Context: an optimization exercise on an open-source flow, tuned for small area, a short achievable clock period and few clock cycles. The choices shown serve that exercise and are no tape-out recipe. Only simulation tests tie the RTL to the original design; equivalence was not proved. Power is estimated from default activity; no workload was simulated.

// divider
module divider
	# (parameter SIZE = 32)
   (input clk,
	input start,
	input reset,
	input [SIZE - 1:0] divisor, dividend,
	output reg error, done,
	output [SIZE - 1:0] quotient, remainder
	);
localparam [1:0] IDLE = 2'd0, NORM = 2'd1, ITER = 2'd2;
reg [1:0] state;
reg [SIZE-1:0] r, q, d;
reg [4:0] cnt;
reg [4:0] lz_d, lz_r;     
function [4:0] lzc;      
	input [SIZE-1:0] x;
	integer i;
	begin
		lzc = 5'd0;
		for (i = 0; i < SIZE; i = i + 1)
			if (x[i]) lzc = SIZE - 1 - i;
	end
endfunction
function [SIZE-1:0] smear;
	input [SIZE-1:0] x;
	integer i;
	begin
		smear = x;
		for (i = 1; i < SIZE; i = i * 2)
			smear = smear | (smear >> i);
	end
endfunction
wire [4:0] n = lz_d - lz_r;    
wire       dvsr_zero = (divisor == 0);
wire       q_zero = dvsr_zero | (|(divisor & ~smear(dividend)));
function [SIZE:0] sub_ks;      
	input [SIZE-1:0] a, b;
	reg [SIZE:0] g, p;
	integer k, s;
	begin
		g = {a & ~b, 1'b1};        
		p = {~(a ^ b), 1'b0};
		for (s = 1; s <= SIZE; s = s * 2)
			for (k = SIZE; k >= s; k = k - 1) begin
				g[k] = g[k] | (p[k] & g[k-s]);
				p[k] = p[k] & p[k-s];
			end
		sub_ks = {g[SIZE], ~(a ^ b) ^ g[SIZE-1:0]};
	end
endfunction
wire [SIZE:0] sres = sub_ks(r, d);
wire [SIZE-1:0] diff = sres[SIZE-1:0];
wire          ge = sres[SIZE];
assign quotient  = q;
assign remainder = r;
always @(posedge clk) begin
	if (reset) begin
		state <= IDLE;
		done  <= 1'b0;
		error <= 1'b0;
	end else begin
		done  <= 1'b0;
		error <= 1'b0;
		case (state)
			IDLE:
				if (start) begin
					done  <= q_zero;
					error <= dvsr_zero;
					if (!q_zero) state <= NORM;
				end
			NORM:
				state <= ITER;
			ITER:
				if (cnt == 0) begin
					state <= IDLE;
					done  <= 1'b1;
				end
			default:
				state <= IDLE;
		endcase
	end
end
  ...
Size: ~970 cells after synthesis, roughly 120 flip-flops.
Settings: LEC_CHECK=0, CAP_MARGIN=20, CORE_MARGIN=2, CORE_UTILIZATION=40, CTS_BUF_LIST=sky130_fd_sc_hd__clkbuf_8, GPL_ROUTABILITY_DRIVEN=0, PLACE_DENSITY=0.6, SETUP_SLACK_MARGIN=2.0, SLEW_MARGIN=20, TNS_END_PERCENT=0; clock period 4.0 ns.
standard.sh (not shown) runs the stock make flow with config.mk's settings and CLKGATE_MAP_FILE= SYNTH_SCRIPT=/design/flow/synth_recipe.tcl, a recipe that flattens the netlist after the stock synthesis.
==> flow/flow/run.sh <==
#!/bin/bash
set -euo pipefail
export BUFFER_PORTS_ARGS="-buffer_cell sky130_fd_sc_hd__buf_1"
bash standard.sh > standard.log 2>&1
The baseline finished clean.
Testbench counts at the start, summed over its fixed seeds: cycles 13,020.
Edit:
CTS_CLUSTER_DIAMETER = 100   (was not set)
CTS_CLUSTER_SIZE = 40   (was not set)
GPL_ROUTABILITY_DRIVEN = not set   (was 0)
SETUP_SLACK_MARGIN = not set   (was 2.0)
TNS_END_PERCENT = not set   (was 0)
Critical path depth is lower by 1. Non-clock buffer count is lower by 28. Utilization is lower by 4.4 points. Design area is lower by 8.7%. Via count is lower by 2.9%. Combinational power is lower by 17%. Routed wire length is lower by 3.4%. Fmax is lower by 14%.
Edit:
CTS_CLUSTER_DIAMETER = not set   (was 100)
CTS_CLUSTER_SIZE = not set   (was 40)
SETUP_SLACK_MARGIN = 2.0   (was not set)
TNS_END_PERCENT = 0   (was not set)
Outcome: Final cell count went up by 1.6%. Register-to-register slack improves by 0.45 ns. Power climbs by 12%. Fmax grows by 16%. Sequential share of layout area came out lower by 1.8 points.
Edit:
CORE_UTILIZATION = 65   (was 40)
CTS_BUF_LIST = not set   (was sky130_fd_sc_hd__clkbuf_8)
PLACE_DENSITY = 0.8   (was 0.6)
SETUP_SLACK_MARGIN = not set   (was 2.0)
TNS_END_PERCENT = not set   (was 0)
The new run passed the timing, DRC and antenna checks. Global-route usage rose by 13 points. Utilization rises by 26 points. Design area came out lower by 6.9%. Worst hold slack improves by 0.0032 ns. First-iteration DRC count increases by 10%.


== north ==
Starting RTL as in the previous note.
## divider
module divider
	# (parameter SIZE = 32)
   (input clk,
	input start,
	input reset,
	input [SIZE - 1:0] divisor, dividend,
	output reg error, done,
	output [SIZE - 1:0] quotient, remainder
	);
==> flow/config.mk <==
export PLATFORM = sky130hd
export DESIGN_NAME = divider
export DESIGN_NICKNAME = divider
export VERILOG_FILES = /design/flow/design.v
export SDC_FILE = /design/flow/constraint.sdc
export NUM_CORES = 4
export LEC_CHECK = 0
export CAP_MARGIN = 20
export CORE_MARGIN = 2
export CORE_UTILIZATION = 40
export PLACE_DENSITY = 0.6
export SETUP_SLACK_MARGIN = 1.2
export SLEW_MARGIN = 20
export TNS_END_PERCENT = 0
==> flow/constraint.sdc <==
create_clock -name core_clock -period 4.0 [get_ports {clk}]
set_input_delay 0.8000 -clock core_clock [delete_from_list [all_inputs] [get_ports {clk}]]
set_output_delay 0.8000 -clock core_clock [all_outputs]
set_load 0.01 [all_outputs]
Scripts as last shown in full above: flow/flow/run.sh
north reached the final stage; the timing, DRC and antenna checks on its layout passed.
Testbench counts of north, summed over its fixed seeds: cycles 13,020.
Input changes introduced in south (baseline for comparison: north):
# north
export LEC_CHECK = 0
export CAP_MARGIN = 20
export CORE_MARGIN = 2
export CORE_UTILIZATION = 40
export PLACE_DENSITY = 0.6
export SETUP_SLACK_MARGIN = 1.2
export SLEW_MARGIN = 20
export TNS_END_PERCENT = 0
create_clock -name core_clock -period 4.0 [get_ports {clk}]
# south
export LEC_CHECK = 0
export CAP_MARGIN = 20
export CORE_MARGIN = 2
export CORE_UTILIZATION = 40
export PLACE_DENSITY = 0.6
export SLEW_MARGIN = 20
export TNS_END_PERCENT = 0
create_clock -name core_clock -period 4.0 [get_ports {clk}]
==> flow/flow/run.sh <==
#!/bin/bash
set -euo pipefail
export BUFFER_PORTS_ARGS="-buffer_cell sky130_fd_sc_hd__buf_1"
export CTS_ARGS="-sink_clustering_enable -repair_clock_nets -buf_list sky130_fd_sc_hd__clkbuf_8 -dont_use_dummy_load"
bash standard.sh place > standard_place.log 2>&1
export SETUP_SLACK_MARGIN=2.0
bash standard.sh > standard.log 2>&1
Notes after the runs:
- From north to south the numbers moved as follows: global routing usage summed across all routing layers moved up; total number of vias shows a reduction of 94; worst path setup slack after routing now sits lower; sequential power share has increased.
- Relative to north, pin slew with the least headroom to its limit has decreased by 0.012 ns in south.
- south: maximum fanout along the worst path 21 below north
- Of south and north, south shows the higher count of TritonRoute iterations in the first routing pass, with north below it.
- For south, the worst setup path startpoint was d[2], unlike north, where it was d[3].
- Taking north as the reference, in south number of fill cells in the layout increased by 18 relative to the old numbers; non-clock buffer count decreased by 5 relative to the old numbers; wire length increased by about 0.7% relative to the old numbers.
For east, these inputs were changed with respect to south:
# south
export LEC_CHECK = 0
export CAP_MARGIN = 20
export CORE_MARGIN = 2
export CORE_UTILIZATION = 40
export PLACE_DENSITY = 0.6
export SLEW_MARGIN = 20
export TNS_END_PERCENT = 0
create_clock -name core_clock -period 4.0 [get_ports {clk}]
# east
export LEC_CHECK = 0
export CAP_MARGIN = 20
export CORE_MARGIN = 2
export CORE_UTILIZATION = 40
export CTS_BUF_LIST = sky130_fd_sc_hd__clkbuf_8
export PLACE_DENSITY = 0.6
export SETUP_SLACK_MARGIN = 2.0
export SLEW_MARGIN = 20
export TNS_END_PERCENT = 0
create_clock -name core_clock -period 4.0 [get_ports {clk}]
==> flow/flow/run.sh <==
#!/bin/bash
set -euo pipefail
export BUFFER_PORTS_ARGS="-buffer_cell sky130_fd_sc_hd__buf_1"
export CTS_ARGS="-sink_clustering_enable -repair_clock_nets -sink_clustering_size 30 -sink_clustering_max_diameter 200 -buf_list sky130_fd_sc_hd__clkbuf_8 -root_buf sky130_fd_sc_hd__clkbuf_8"
bash standard.sh > standard.log 2>&1
[summary]
east went all the way through synthesis, placement and routing and the layout is clean on timing, DRC and antenna.
Flip-flop and latch share of the layout cell area (east over south): decrease, 0.20 points
NOTE net count of the finished layout south->east decreased slightly
Cmp east vs south: pre-CTS setup slack lower in east
--- input diff east..west ---
# east
export LEC_CHECK = 0
export CAP_MARGIN = 20
export CORE_MARGIN = 2
export CORE_UTILIZATION = 40
export CTS_BUF_LIST = sky130_fd_sc_hd__clkbuf_8
export PLACE_DENSITY = 0.6
export SETUP_SLACK_MARGIN = 2.0
export SLEW_MARGIN = 20
export TNS_END_PERCENT = 0
create_clock -name core_clock -period 4.0 [get_ports {clk}]
# west
export LEC_CHECK = 0
export CAP_MARGIN = 20
export CORE_MARGIN = 2
export CORE_UTILIZATION = 40
export PLACE_DENSITY = 0.6
export SETUP_SLACK_MARGIN = 0.5
export SLEW_MARGIN = 20
create_clock -name core_clock -period 4.0 [get_ports {clk}]
==> flow/flow/run.sh <==
#!/bin/bash
set -euo pipefail
export BUFFER_PORTS_ARGS="-buffer_cell sky130_fd_sc_hd__buf_1"
bash standard.sh > standard.log 2>&1
==> comparison <==
west | status: complete | timing, DRC, antenna: pass. Going from east to west, number of instances in the placed design lower; leakage dissipation shows a reduction of 2.6%; flip-flop and latch count shows no meaningful change; post-placement setup slack saw an increase; fmax decreased 49 MHz. The final-layout fill cell count of west is higher than that of east. Between west and east, the difference in instance count along the most critical hold path is negligible. Comparing west with east, the worst hold slack came out essentially unchanged.


The RTL this note starts from:
==> flow/design.v <==
module divider
	# (parameter SIZE = 32)
   (input clk,
	input start,
	input reset,
	input [SIZE - 1:0] divisor, dividend,
	output reg error, done,
	output [SIZE - 1:0] quotient, remainder
	);
localparam [1:0] IDLE = 2'd0, NORM = 2'd1, ITER = 2'd2;
reg [1:0] state;
reg [SIZE-1:0] r, q, d;
reg [4:0] cnt;
reg [4:0] lz_d, lz_r;     
function [4:0] lzc;      
	input [SIZE-1:0] x;
	integer i;
	begin
		lzc = 5'd0;
		for (i = 0; i < SIZE; i = i + 1)
			if (x[i]) lzc = SIZE - 1 - i;
	end
endfunction
function [SIZE-1:0] smear;
	input [SIZE-1:0] x;
	integer i;
	begin
		smear = x;
		for (i = 1; i < SIZE; i = i * 2)
			smear = smear | (smear >> i);
	end
endfunction
wire [4:0] n = lz_d - lz_r;    
wire       dvsr_zero = (divisor == 0);
wire       q_zero = dvsr_zero | (|(divisor & ~smear(dividend)));
function [SIZE:0] sub_ks;      
	input [SIZE-1:0] a, b;
	reg [SIZE:0] g, p;
	integer k, s;
	begin
		g = {a & ~b, 1'b1};        
		p = {~(a ^ b), 1'b0};
		for (s = 1; s <= SIZE; s = s * 2)
			for (k = SIZE; k >= s; k = k - 1) begin
				g[k] = g[k] | (p[k] & g[k-s]);
				p[k] = p[k] & p[k-s];
			end
		sub_ks = {g[SIZE], ~(a ^ b) ^ g[SIZE-1:0]};
	end
endfunction
wire [SIZE:0] sres = sub_ks(r, d);
wire [SIZE-1:0] diff = sres[SIZE-1:0];
wire          ge = sres[SIZE];
assign quotient  = q;
assign remainder = r;
always @(posedge clk) begin
	if (reset) begin
		state <= IDLE;
		done  <= 1'b0;
		error <= 1'b0;
	end else begin
		done  <= 1'b0;
		error <= 1'b0;
		case (state)
			IDLE:
				if (start) begin
					done  <= q_zero;
					error <= dvsr_zero;
					if (!q_zero) state <= NORM;
				end
			NORM:
				state <= ITER;
			ITER:
				if (cnt == 0) begin
					state <= IDLE;
					done  <= 1'b1;
				end
			default:
				state <= IDLE;
		endcase
	end
end
wire idle = (state == IDLE);
wire take = ge & (state == ITER);
always @(posedge clk)
	r <= ({SIZE{idle}} & dividend) | ({SIZE{take}} & diff) | ({SIZE{~idle & ~take}} & r);
always @(posedge clk) begin
	lz_d <= lzc(divisor);
	lz_r <= lzc(dividend);
end
always @(posedge clk)
	q <= idle ? {SIZE{1'b0}} : {q[SIZE-2:0], take};
always @(posedge clk) begin
	case (state)
		IDLE: d <= divisor;
		NORM: d <= d << n;
		default: d <= d >> 1;
	endcase
	cnt <= (state == NORM) ? n : cnt - 1'b1;
end
endmodule
clock: 4.0 ns
lec_check: 0
cap_margin: 20
core_margin: 2
core_utilization: 40
place_density: 0.75
setup_slack_margin: 2.0
slew_margin: 20
tns_end_percent: 0
==> flow/flow/run.sh <==
#!/bin/bash
set -euo pipefail
export BUFFER_PORTS_ARGS="-buffer_cell sky130_fd_sc_hd__buf_1"
export CTS_ARGS="-sink_clustering_enable -repair_clock_nets -buf_list sky130_fd_sc_hd__clkbuf_8 -dont_use_dummy_load"
bash standard.sh > standard.log 2>&1
Testbench counts at the start, summed over its fixed seeds: cycles 13,020.
==> next run, changes <==
==> flow/flow/run.sh (replaced) <==
#!/bin/bash
set -euo pipefail
export BUFFER_PORTS_ARGS="-buffer_cell sky130_fd_sc_hd__buf_1"
bash standard.sh > standard.log 2>&1
PLACE_DENSITY = 0.6   (was 0.75)
SETUP_SLACK_MARGIN = 1.2   (was 2.0)
TNS_END_PERCENT = default   (was 0)
=> Wire length rose by a few percent. Total power rose by about a fifth. Sequential power hardly moves. Via count fell slightly. First-iteration DRC count fell by a few percent. Count of clock-buffer cells in the layout rose by 1. Maximum frequency fell slightly. Worst hold slack gets better by 0.0088 ns.
==> next run, changes <==
CELL_PAD_IN_SITES_DETAIL_PLACEMENT = 0   (was default)
CELL_PAD_IN_SITES_GLOBAL_PLACEMENT = 0   (was default)
CTS_BUF_LIST = sky130_fd_sc_hd__clkbuf_8   (was default)
SETUP_SLACK_MARGIN = 2.0   (was 1.2)
TNS_END_PERCENT = 0   (was default)
Via count decreases by 4.4%.
Clock skew rises by 0.0079 ns.
Global-route usage falls by 0.29 points.
Synthesized area is unchanged.
Register-to-register slack barely changes.
First-iteration DRC count is lower by 30%.
Count of clock-buffer cells in the layout does not change.
==> next run, changes <==
==> flow/flow/run.sh (replaced) <==
#!/bin/bash
set -euo pipefail
export BUFFER_PORTS_ARGS="-buffer_cell sky130_fd_sc_hd__buf_1"
export CTS_ARGS="-sink_clustering_enable -repair_clock_nets -buf_list sky130_fd_sc_hd__clkbuf_8 -dont_use_dummy_load"
bash standard.sh > standard.log 2>&1
CELL_PAD_IN_SITES_DETAIL_PLACEMENT = default   (was 0)
CELL_PAD_IN_SITES_GLOBAL_PLACEMENT = default   (was 0)
SETUP_SLACK_MARGIN = 3.0   (was 2.0)
=> The new run finished clean; sequential cell count is unchanged; setup slack is about the same; cell area is lower by 1.3%; first-iteration DRC count is higher by 11%; die area is unchanged; wire length is lower by 0.35%; utilization is lower by 0.66 points.
==> next run, changes <==
SETUP_SLACK_MARGIN = 2.0   (was 3.0)
Result: Sequential cell count stays the same. First-iteration DRC count stays the same. Maximum frequency is unchanged.

## static timing again, ports no longer ideal
In the flow no input, the clock included, has a driving cell. The finished layouts below were timed again as built, in two steps. Step 1, drivers: a clkbuf_16 drives clk and a buf_2 each remaining input, both assumed. Step 2, shift: input delay + t, output delay - t, t = (earliest + latest rising clock arrival at the registers) / 2. This alone moves slack from input paths to output paths. Slacks: no drivers / after step 1 / after step 2; pairs: no drivers / after step 1.
run	t, ns	setup slack, ns	worst setup path after step 2
the first run of note 1	0.490	1.180 / 1.180 / 0.718	input to register
the second run of note 1	0.485	0.719 / 0.719 / 0.690	input to register
the third run of note 1	0.516	1.165 / 1.165 / 0.863	input to register
the fourth run of note 1	0.460	0.603 / 0.603 / 0.603	register to register
north	0.467	1.149 / 1.149 / 0.876	input to register
south	0.480	1.087 / 1.087 / 0.833	input to register
east	0.516	1.165 / 1.165 / 0.863	input to register
west	0.468	0.703 / 0.703 / 0.619	input to register
the first run of note 3	0.484	1.181 / 1.181 / 0.956	input to register
the second run of note 3	0.471	1.158 / 1.158 / 0.949	input to register
the third run of note 3	0.516	1.165 / 1.165 / 0.863	input to register
the fourth run of note 3	0.496	1.162 / 1.162 / 0.849	input to register
the fifth run of note 3	0.496	1.162 / 1.162 / 0.849	input to register
After both steps every run listed still meets setup and hold. For the first run of note 1, which loses most, drivers alone change the setup slack by 0.000 ns; drivers and shift together by -0.462 ns.
